Source: an optimization exercise on an open RTL-to-GDS flow (aim: small area and a short achievable clock period). Production flows keep margins and buffers that such runs may drop. At most, simulation tests tie the RTL to the original design; equivalence was not proved. The clock port is modelled as an ideal driver, which makes a skipped or thinned clock tree look cheaper than it is; a real chip needs a root buffer or a tree. Power is estimated from default activity; no workload was simulated.

==> module sync_fifo, before the edit <==
module sync_fifo #(
    parameter WIDTH = 32,
    parameter DEPTH = 8
)(
    input wire clk,
    input wire rst,
    input wire wr_en,
    input wire rd_en,
    input wire [WIDTH-1:0] din,
    output reg [WIDTH-1:0] dout,
    output reg full,
    output wire empty
);
    reg [WIDTH-1:0] mem [0:7];
    reg [7:0] wen_q;    
    wire [7:0] wen = wen_q ^ 8'd1;
    reg [7:0] rsel_q;   
    wire [7:0] rsel = rsel_q ^ 8'd1;
    reg full_i, nempty_i, nempty_o;
    assign empty = ~nempty_o;
    wire wr_acc = wr_en & ~full_i;
    wire rd_acc = rd_en & nempty_i;
    wire n7 = |(wen & {rsel[0], rsel[7:1]});
    wire n1 = |(rsel & {wen[0], wen[7:1]});
    wire full_nx = (full_i & ~rd_acc) | (wr_acc & ~rd_acc & n7);
    wire [8:0] sel = {~rd_acc, rsel & {8{rd_acc}}};
    wire [WIDTH-1:0] rdata;
    genvar b, w;
    generate
        for (b = 0; b < WIDTH; b = b + 1) begin : g_rd
            sync_fifo_rdbit u_rd (
                .sel(sel),
                .d({dout[b], mem[7][b], mem[6][b], mem[5][b], mem[4][b],
                    mem[3][b], mem[2][b], mem[1][b], mem[0][b]}),
                .y(rdata[b])
            );
        end
        for (w = 0; w < 8; w = w + 1) begin : g_wr
            always @(posedge clk) begin
                if (wen[w])
                    mem[w] <= din;
            end
        end
    endgenerate
    always @(posedge clk or posedge rst) begin
        if (rst) begin
            wen_q    <= 8'd0;
            rsel_q   <= 8'd0;
            full_i   <= 1'b0;
            nempty_i <= 1'b0;
            full     <= 1'b0;
            nempty_o <= 1'b0;
            dout     <= {WIDTH{1'b0}};
        end else begin
            dout <= rdata;
            wen_q <= ({8{~full_nx}} &
                     ({8{full_i}} & rsel | (wr_acc ? {wen[6:0], wen[7]} : wen))) ^ 8'd1;
            if (rd_acc) rsel_q <= {rsel[6:0], rsel[7]} ^ 8'd1;
            full_i   <= full_nx;
            nempty_i <= (nempty_i | wr_acc) & ~(rd_acc & ~wr_acc & n1);
            full     <= ~rd_acc & (full_i | (wr_acc & n7));
            nempty_o <= wr_acc | (nempty_i & ~(rd_acc & n1));
        end
    end
endmodule
Settings: LEC_CHECK=0, CAP_MARGIN=20, CORE_MARGIN=2, CORE_UTILIZATION=40, SETUP_SLACK_MARGIN=1.33, SLEW_MARGIN=20, SYNTH_HIERARCHICAL=1; clock period 3.0 ns.
standard.sh (not shown) runs the stock make flow with config.mk's settings and CLKGATE_MAP_FILE= SYNTH_SCRIPT=/design/flow/synth_recipe.tcl, a recipe that flattens the netlist after the stock synthesis.
==> flow/flow/run.sh <==
#!/bin/bash
# Own layout flow: the standard ORFS flow (standard synthesis unchanged),
# with
#  - the port buffers made as buf_1 cells instead of the default delay buffers;
#  - clock tree synthesis without dummy loads, in clusters of up to 30 sinks;
#  - after CTS, the branch level of the clock tree removed (collapse_clock.tcl),
#    so every register sees the root buffer and one leaf buffer; the CTS
#    step's timing repair then runs on the collapsed tree.
# make's output goes to make_finish.log; each step's own log is under orfs/logs.
set -euo pipefail
cd "$(dirname "$0")/.."
here=$(pwd)
bash standard.sh \
  "BUFFER_PORTS_ARGS=-buffer_cell sky130_fd_sc_hd__buf_1" \
  "CTS_ARGS=-sink_clustering_enable -repair_clock_nets -dont_use_dummy_load -sink_clustering_size 30 -sink_clustering_max_diameter 150" \
  "POST_CTS_TCL=$here/flow/collapse_clock.tcl" \
  "SKIP_CTS_REPAIR_TIMING=1" \
  finish > make_finish.log 2>&1
Other scripts of this flow, unchanged in this note and not shown: flow/flow/collapse_clock.tcl
Next try:
--- a/flow/design.v
+++ b/flow/design.v
@@ -16,6 +16,7 @@
     reg [7:0] wen_q;    
     wire [7:0] wen = wen_q ^ 8'd1;
-    reg [7:0] rsel_q;   
-    wire [7:0] rsel = rsel_q ^ 8'd1;
+    reg [3:0] rj;       
+    wire [7:0] rsel;    
+    sync_fifo_jdec u_rdec (.j(rj), .y(rsel));
     reg full_i, nempty_i, nempty_o;
     assign empty = ~nempty_o;
@@ -47,5 +48,5 @@
         if (rst) begin
             wen_q    <= 8'd0;
-            rsel_q   <= 8'd0;
+            rj       <= 4'd0;
             full_i   <= 1'b0;
             nempty_i <= 1'b0;
@@ -57,5 +58,5 @@
             wen_q <= ({8{~full_nx}} &
                      ({8{full_i}} & rsel | (wr_acc ? {wen[6:0], wen[7]} : wen))) ^ 8'd1;
-            if (rd_acc) rsel_q <= {rsel[6:0], rsel[7]} ^ 8'd1;
+            if (rd_acc) rj <= {rj[2:0], ~rj[3]};
             full_i   <= full_nx;
             nempty_i <= (nempty_i | wr_acc) & ~(rd_acc & ~wr_acc & n1);
@@ -64,4 +65,17 @@
         end
     end
+endmodule
+module sync_fifo_jdec (
+    input wire [3:0] j,
+    output wire [7:0] y
+);
+    assign y[0] = ~j[3] & ~j[0];
+    assign y[1] =  j[0] & ~j[1];
+    assign y[2] =  j[1] & ~j[2];
+    assign y[3] =  j[2] & ~j[3];
+    assign y[4] =  j[3] &  j[0];
+    assign y[5] = ~j[0] &  j[1];
+    assign y[6] = ~j[1] &  j[2];
+    assign y[7] = ~j[2] &  j[3];
 endmodule
 module sync_fifo_rdbit (
The new run went through all stages and came out clean.
Setup slack is worse by 120 ps.
Area after synthesis came out lower slightly.
Clock power hardly moves.
Combinational power climbs by roughly a tenth.
Global-route usage grows by 0.94 points.
Final area is higher slightly.
Power came out higher by a few percent.
Core utilization went up by 0.34 points.
Cell count climbs slightly.
Clock-buffer cell count is unchanged.
The RTL of the second run of this note was laid out without a check of its function.

The RTL this note starts from:
==> flow/design.v <==
`timescale 1ns/1ps
module sync_fifo #(
    parameter WIDTH = 32,
    parameter DEPTH = 8
)(
    input wire clk,
    input wire rst,
    input wire wr_en,
    input wire rd_en,
    input wire [WIDTH-1:0] din,
    output reg [WIDTH-1:0] dout,
    output reg full,
    output reg empty
);
    reg [WIDTH-1:0] mem [0:7];
    reg [2:0] wptr;
    reg [7:0] rsel;
    reg full_i, nempty_i;
    wire wr_acc = wr_en & ~full_i;
    wire rd_acc = rd_en & nempty_i;
    wire [7:0] wen;
    sync_fifo_dec8 u_wdec (.en(~full_i), .a(wptr), .y(wen));
    wire n7 = |(wen & {rsel[0], rsel[7:1]});
    wire n1 = |(rsel & {wen[0], wen[7:1]});
    wire [8:0] sel = {~rd_acc, rsel & {8{rd_acc}}};
    wire [WIDTH-1:0] rdata;
    genvar b, w;
    generate
        for (b = 0; b < WIDTH; b = b + 1) begin : g_rd
            sync_fifo_rdbit u_rd (
                .sel(sel),
                .d({dout[b], mem[7][b], mem[6][b], mem[5][b], mem[4][b],
                    mem[3][b], mem[2][b], mem[1][b], mem[0][b]}),
                .y(rdata[b])
            );
        end
        for (w = 0; w < 8; w = w + 1) begin : g_wr
            always @(posedge clk) begin
                if (wen[w])
                    mem[w] <= din;
            end
        end
    endgenerate
    always @(posedge clk or posedge rst) begin
        if (rst) begin
            wptr     <= 3'd0;
            rsel     <= 8'd1;
            full_i   <= 1'b0;
            nempty_i <= 1'b0;
            full     <= 1'b0;
            empty    <= 1'b1;
            dout     <= {WIDTH{1'b0}};
        end else begin
            dout <= rdata;
            if (wr_acc) wptr <= wptr + 3'd1;
            if (rd_acc) rsel <= {rsel[6:0], rsel[7]};
            full_i   <= (full_i & ~rd_acc) | (wr_acc & ~rd_acc & n7);
            nempty_i <= (nempty_i | wr_acc) & ~(rd_acc & ~wr_acc & n1);
            full     <= ~rd_acc & (full_i | (wr_acc & n7));
            empty    <= ~wr_acc & (~nempty_i | (rd_acc & n1));
        end
    end
endmodule
module sync_fifo_dec8 (
    input wire en,
    input wire [2:0] a,
    output wire [7:0] y
);
    assign y = {7'd0, en} << a;
endmodule
module sync_fifo_rdbit (
    input wire [8:0] sel,
    input wire [8:0] d,
    output wire y
);
    wire [2:0] n;
    sync_fifo_aoi222 u_a (.s(sel[2:0]), .d(d[2:0]), .y(n[0]));
    sync_fifo_aoi222 u_b (.s(sel[5:3]), .d(d[5:3]), .y(n[1]));
    sync_fifo_aoi222 u_c (.s(sel[8:6]), .d(d[8:6]), .y(n[2]));
    sync_fifo_nand3 u_n (.a(n), .y(y));
endmodule
module sync_fifo_aoi222 (
    input wire [2:0] s,
    input wire [2:0] d,
    output wire y
);
    assign y = ~|(s & d);
endmodule
module sync_fifo_nand3 (
    input wire [2:0] a,
    output wire y
);
    assign y = ~&a;
endmodule
Settings: LEC_CHECK=0, CAP_MARGIN=20, CORE_MARGIN=2, CORE_UTILIZATION=40, SETUP_SLACK_MARGIN=1.2, SLEW_MARGIN=20, SYNTH_HIERARCHICAL=1; clock period 3.0 ns.
==> flow/flow/run.sh <==
#!/bin/bash
# Own layout flow: the standard ORFS flow (standard synthesis unchanged),
# with the port buffers made as buf_2 cells instead of the default delay
# buffers, and clock tree synthesis without dummy loads.
set -euo pipefail
cd "$(dirname "$0")/.."
bash standard.sh \
  "BUFFER_PORTS_ARGS=-buffer_cell sky130_fd_sc_hd__buf_2" \
  "CTS_ARGS=-sink_clustering_enable -repair_clock_nets -dont_use_dummy_load -sink_clustering_size 30 -sink_clustering_max_diameter 150" \
  finish > make_finish.log 2>&1
The baseline passed the timing, DRC and antenna checks.
Then changed:
--- a/flow/design.v
+++ b/flow/design.v
@@ -10,12 +10,13 @@
     input wire [WIDTH-1:0] din,
     output reg [WIDTH-1:0] dout,
     output reg full,
-    output reg empty
+    output wire empty
 );
     reg [WIDTH-1:0] mem [0:7];
     reg [2:0] wptr;
     reg [7:0] rsel;
-    reg full_i, nempty_i;
+    reg full_i, nempty_i, nempty_o;
+    assign empty = ~nempty_o;
     wire wr_acc = wr_en & ~full_i;
     wire rd_acc = rd_en & nempty_i;
     wire [7:0] wen;
@@ -48,7 +49,7 @@
             full_i   <= 1'b0;
             nempty_i <= 1'b0;
             full     <= 1'b0;
-            empty    <= 1'b1;
+            nempty_o <= 1'b0;
             dout     <= {WIDTH{1'b0}};
         end else begin
             dout <= rdata;
@@ -57,7 +58,7 @@
             full_i   <= (full_i & ~rd_acc) | (wr_acc & ~rd_acc & n7);
             nempty_i <= (nempty_i | wr_acc) & ~(rd_acc & ~wr_acc & n1);
             full     <= ~rd_acc & (full_i | (wr_acc & n7));
-            empty    <= ~wr_acc & (~nempty_i | (rd_acc & n1));
+            nempty_o <= wr_acc | (nempty_i & ~(rd_acc & n1));
         end
     end
 endmodule
What happened:
- total power rises slightly
- wire length falls by a few percent
- non-clock buffer count rises by 2
- worst setup slack gets worse by 10 ps
- flip-flop and latch count is unchanged
Only the layout flow was run in the second run of this note; the RTL was not checked for function there.

== willow ==
Starts from the design.v that is shown in full above.
Settings: LEC_CHECK=0, CAP_MARGIN=20, CORE_MARGIN=2, CORE_UTILIZATION=40, SLEW_MARGIN=20, SYNTH_HIERARCHICAL=1; clock period 3.0 ns.
Scripts as last shown in full above: flow/flow/run.sh
The following lists how indigo was set up differently from willow:
-- flow/design.v --
<<< willow, line 14
);
    reg [WIDTH-1:0] mem [0:7];
    reg [2:0] wptr;
    reg [7:0] rsel;
    reg full_i, nempty_i;
    wire wr_acc = wr_en & ~full_i;
    wire rd_acc = rd_en & nempty_i;
    wire [7:0] wen;
    sync_fifo_dec8 u_wdec (.en(~full_i), .a(wptr), .y(wen));
    wire n7 = |(wen & {rsel[0], rsel[7:1]});
    wire n1 = |(rsel & {wen[0], wen[7:1]});
    wire [8:0] sel = {~rd_acc, rsel & {8{rd_acc}}};
    wire [WIDTH-1:0] rdata;
    genvar b, w;
>>> indigo, line 14
);
    reg [WIDTH-1:0] mem [0:7];
    reg [2:0] wptr, rptr;
    reg full_i, empty_i;
    wire wr_acc = wr_en & ~full_i;
    wire rd_acc = rd_en & ~empty_i;
    wire [2:0] wptr_inc = wptr + 3'd1;
    wire [2:0] rptr_inc = rptr + 3'd1;
    wire [7:0] wen, rs;
    sync_fifo_dec8 u_wdec (.en(~full_i), .a(wptr), .y(wen));
    sync_fifo_dec8 u_rdec (.en(rd_acc), .a(rptr), .y(rs));
    wire [8:0] sel = {~rd_acc, rs};
    wire [WIDTH-1:0] rdata;
    genvar b, w;
<<< willow, line 44
    always @(posedge clk or posedge rst) begin
        if (rst) begin
            wptr     <= 3'd0;
            rsel     <= 8'd1;
            full_i   <= 1'b0;
            nempty_i <= 1'b0;
            full     <= 1'b0;
            empty    <= 1'b1;
            dout     <= {WIDTH{1'b0}};
        end else begin
            dout <= rdata;
            if (wr_acc) wptr <= wptr + 3'd1;
            if (rd_acc) rsel <= {rsel[6:0], rsel[7]};
            full_i   <= (full_i & ~rd_acc) | (wr_acc & ~rd_acc & n7);
            nempty_i <= (nempty_i | wr_acc) & ~(rd_acc & ~wr_acc & n1);
            full     <= ~rd_acc & (full_i | (wr_acc & n7));
            empty    <= ~wr_acc & (~nempty_i | (rd_acc & n1));
        end
    end
>>> indigo, line 44
    always @(posedge clk or posedge rst) begin
        if (rst) begin
            wptr    <= 3'd0;
            rptr    <= 3'd0;
            full_i  <= 1'b0;
            empty_i <= 1'b1;
            full    <= 1'b0;
            empty   <= 1'b1;
            dout    <= {WIDTH{1'b0}};
        end else begin
            dout <= rdata;
            if (wr_acc) wptr <= wptr_inc;
            if (rd_acc) rptr <= rptr_inc;
            full_i  <= (full_i & ~rd_acc) | (wr_acc & ~rd_acc & (wptr_inc == rptr));
            empty_i <= (empty_i & ~wr_acc) | (rd_acc & ~wr_acc & (rptr_inc == wptr));
            full    <= ~rd_acc & (full_i | (wr_acc & (wptr_inc == rptr)));
            empty   <= ~wr_acc & (empty_i | (rd_acc & (rptr_inc == wptr)));
        end
    end
==> notes.md <==
Going from willow to indigo, the detailed route wirelength on metal2 was found to have gone down by 7.6%. The clock-buffer cell count number comes out higher for willow vs indigo. Power density of the placed cells (indigo / willow): 1.3. willow → indigo: initial standard-cell utilization of the core saw an increase, global-route usage saw little to no change, worst path required time saw an increase. The run showing the smaller detailed-routing iteration count for the pre-antenna-repair pass is willow. Measured against each other, indigo and willow differ in cell count after synthesis, the lower figure coming from indigo. Hold slack was higher in willow than in indigo. Post-layout total power: indigo vs willow up 25%. Setup slack was higher in the run labelled indigo.
No functional check of the RTL was part of indigo.

Another version of the RTL of sync_fifo (not shown whole).
For scale: about 300 flip-flops, about 10000 µm² of cells after synthesis.
==> module sync_fifo, before the edit <==
module sync_fifo #(
    parameter WIDTH = 32,
    parameter DEPTH = 8
)(
    input wire clk,
    input wire rst,
    input wire wr_en,
    input wire rd_en,
    input wire [WIDTH-1:0] din,
    output reg [WIDTH-1:0] dout,
    output reg full,
    output wire empty
);
    reg [WIDTH-1:0] mem [0:7];
    reg [3:0] wj, rj;             
    reg full_i, nempty_i, nempty_o;
    assign empty = ~nempty_o;
    wire wr_acc = wr_en & ~full_i;
    wire rd_acc = rd_en & nempty_i;
    wire [3:0] wj_inc = {wj[2:0], ~wj[3]};
    wire [3:0] rj_inc = {rj[2:0], ~rj[3]};
    wire n7 = (wj_inc == rj);
    wire n1 = (rj_inc == wj);
    wire [7:0] wdec, rdec;
    sync_fifo_jdec u_wdec (.j(wj), .y(wdec));
    sync_fifo_jdec u_rdec (.j(rj), .y(rdec));
    wire [7:0] wen = wdec & {8{~full_i}};
    wire [8:0] sel = {~rd_acc, rdec & {8{rd_acc}}};
    wire [WIDTH-1:0] rdata;
    genvar b, w;
    generate
        for (b = 0; b < WIDTH; b = b + 1) begin : g_rd
            sync_fifo_rdbit u_rd (
                .sel(sel),
                .d({dout[b], mem[7][b], mem[6][b], mem[5][b], mem[4][b],
                    mem[3][b], mem[2][b], mem[1][b], mem[0][b]}),
                .y(rdata[b])
            );
        end
        for (w = 0; w < 8; w = w + 1) begin : g_wr
            always @(posedge clk) begin
                if (wen[w])
                    mem[w] <= din;
            end
        end
    endgenerate
    always @(posedge clk or posedge rst) begin
        if (rst) begin
            wj       <= 4'd0;
            rj       <= 4'd0;
            full_i   <= 1'b0;
            nempty_i <= 1'b0;
            full     <= 1'b0;
            nempty_o <= 1'b0;
            dout     <= {WIDTH{1'b0}};
        end else begin
            dout <= rdata;
            if (wr_acc) wj <= wj_inc;
            if (rd_acc) rj <= rj_inc;
            full_i   <= (full_i & ~rd_acc) | (wr_acc & ~rd_acc & n7);
            nempty_i <= (nempty_i | wr_acc) & ~(rd_acc & ~wr_acc & n1);
            full     <= ~rd_acc & (full_i | (wr_acc & n7));
            nempty_o <= wr_acc | (nempty_i & ~(rd_acc & n1));
        end
    end
endmodule
Settings: LEC_CHECK=0, CAP_MARGIN=20, CORE_MARGIN=2, CORE_UTILIZATION=40, SETUP_SLACK_MARGIN=1.33, SLEW_MARGIN=20, SYNTH_HIERARCHICAL=1; clock period 3.0 ns.
==> flow/flow/run.sh <==
#!/bin/bash
# Own layout flow: the standard ORFS flow (standard synthesis unchanged),
# with
#  - the port buffers made as buf_1 cells instead of the default delay buffers;
#  - clock tree synthesis without dummy loads, in clusters of up to 30 sinks;
#  - after CTS, the branch level of the clock tree removed (collapse_clock.tcl),
#    so every register sees the root buffer and one leaf buffer; the CTS
#    step's timing repair then runs on the collapsed tree.
# make's output goes to make_finish.log; each step's own log is under orfs/logs.
set -euo pipefail
cd "$(dirname "$0")/.."
here=$(pwd)
bash standard.sh \
  "BUFFER_PORTS_ARGS=-buffer_cell sky130_fd_sc_hd__buf_1" \
  "CTS_ARGS=-sink_clustering_enable -repair_clock_nets -dont_use_dummy_load -sink_clustering_size 30 -sink_clustering_max_diameter 150" \
  "POST_CTS_TCL=$here/flow/collapse_clock.tcl" \
  "SKIP_CTS_REPAIR_TIMING=1" \
  finish > make_finish.log 2>&1
Other scripts of this flow, unchanged in this note and not shown: flow/flow/collapse_clock.tcl
Edit:
--- a/flow/design.v
+++ b/flow/design.v
@@ -14,18 +14,18 @@
 );
     reg [WIDTH-1:0] mem [0:7];
-    reg [3:0] wj, rj;             
+    reg [3:0] wj;       
+    reg [7:0] rsel_q;   
     reg full_i, nempty_i, nempty_o;
+    wire [7:0] rsel = rsel_q ^ 8'd1;
+    wire [7:0] wdec;
+    sync_fifo_jdec u_wdec (.j(wj), .y(wdec));
+    wire [7:0] wen = wdec & {8{~full_i}};
     assign empty = ~nempty_o;
     wire wr_acc = wr_en & ~full_i;
     wire rd_acc = rd_en & nempty_i;
-    wire [3:0] wj_inc = {wj[2:0], ~wj[3]};
-    wire [3:0] rj_inc = {rj[2:0], ~rj[3]};
-    wire n7 = (wj_inc == rj);
-    wire n1 = (rj_inc == wj);
-    wire [7:0] wdec, rdec;
-    sync_fifo_jdec u_wdec (.j(wj), .y(wdec));
-    sync_fifo_jdec u_rdec (.j(rj), .y(rdec));
-    wire [7:0] wen = wdec & {8{~full_i}};
-    wire [8:0] sel = {~rd_acc, rdec & {8{rd_acc}}};
+    wire n7 = |(wen & {rsel[0], rsel[7:1]});
+    wire n1 = |(rsel & {wen[0], wen[7:1]});
+    wire full_nx = (full_i & ~rd_acc) | (wr_acc & ~rd_acc & n7);
+    wire [8:0] sel = {~rd_acc, rsel & {8{rd_acc}}};
     wire [WIDTH-1:0] rdata;
     genvar b, w;
@@ -49,5 +49,5 @@
         if (rst) begin
             wj       <= 4'd0;
-            rj       <= 4'd0;
+            rsel_q   <= 8'd0;
             full_i   <= 1'b0;
             nempty_i <= 1'b0;
@@ -57,7 +57,7 @@
         end else begin
             dout <= rdata;
-            if (wr_acc) wj <= wj_inc;
-            if (rd_acc) rj <= rj_inc;
-            full_i   <= (full_i & ~rd_acc) | (wr_acc & ~rd_acc & n7);
+            if (wr_acc) wj <= {wj[2:0], ~wj[3]};
+            if (rd_acc) rsel_q <= {rsel[6:0], rsel[7]} ^ 8'd1;
+            full_i   <= full_nx;
             nempty_i <= (nempty_i | wr_acc) & ~(rd_acc & ~wr_acc & n1);
             full     <= ~rd_acc & (full_i | (wr_acc & n7));
Result:
- routed wire length shrinks by about 13%
- maximum frequency increases by about 8%
- via count decreases by about 4%
- combinational power shrinks by 71%
- sequential share of layout area is higher by 2.2 points
- cell area goes down by about 2%
- hold slack improved by 0.028 ns
- setup slack gains 0.14 ns
- synthesized cell count went up by about 0.8%
- clock-buffer cell count grows by 1
- global-route usage falls by 0.79 points
- first-iteration DRC count fell by about 13%
- non-clock buffer count went down by 16
- critical path depth grows by 2
No functional check of the RTL was part of any run of this note.

port drivers added, routing unchanged:
The flow's constraints put no driver on any port. The routed layouts listed below were extracted and timed again, unchanged, in two steps. Step 1, drivers: a clkbuf_16 drives clk and a buf_2 each remaining input, both assumed. Step 2, shift: input delay + t, output delay - t, t = (earliest + latest rising clock arrival at the registers) / 2. This alone moves slack from input paths to output paths. Slacks: ideal ports / drivers / drivers and shift; pairs: ideal ports / drivers.
| run | t, ns | setup slack, ns | latest minus earliest clock arrival (ns) | worst register clock-pin slew, ns | pins driven straight from the clock port |
|---|---|---|---|---|---|
| the first run of note 1 | 0.457 | 1.373 / 1.331 / 1.006 | 0.062 / 0.062 | 0.12 / 0.12 | 1 |
| the second run of note 1 | 0.448 | 1.248 / 1.248 / 0.922 | 0.069 / 0.069 | 0.12 / 0.12 | 1 |
| the first run of note 2 | 0.497 | 1.267 / 1.221 / 0.989 | 0.066 / 0.066 | 0.11 / 0.11 | 1 |
| the second run of note 2 | 0.508 | 1.257 / 1.257 / 1.021 | 0.072 / 0.071 | 0.11 / 0.11 | 1 |
| willow | 0.500 | 0.820 / 0.820 / 0.745 | 0.068 / 0.068 | 0.11 / 0.11 | 1 |
| indigo | 0.525 | 0.866 / 0.866 / 0.745 | 0.020 / 0.020 | 0.11 / 0.11 | 1 |
| the first run of note 4 | 0.463 | 1.221 / 1.221 / 0.958 | 0.013 / 0.013 | 0.11 / 0.11 | 1 |
| the second run of note 4 | 0.442 | 1.360 / 1.318 / 1.054 | 0.069 / 0.068 | 0.11 / 0.11 | 1 |
After both steps setup and hold are still met in every run listed. The setup slack of the first run of note 1, which loses most, moves by -0.042 ns with the drivers and by -0.367 ns with both steps.
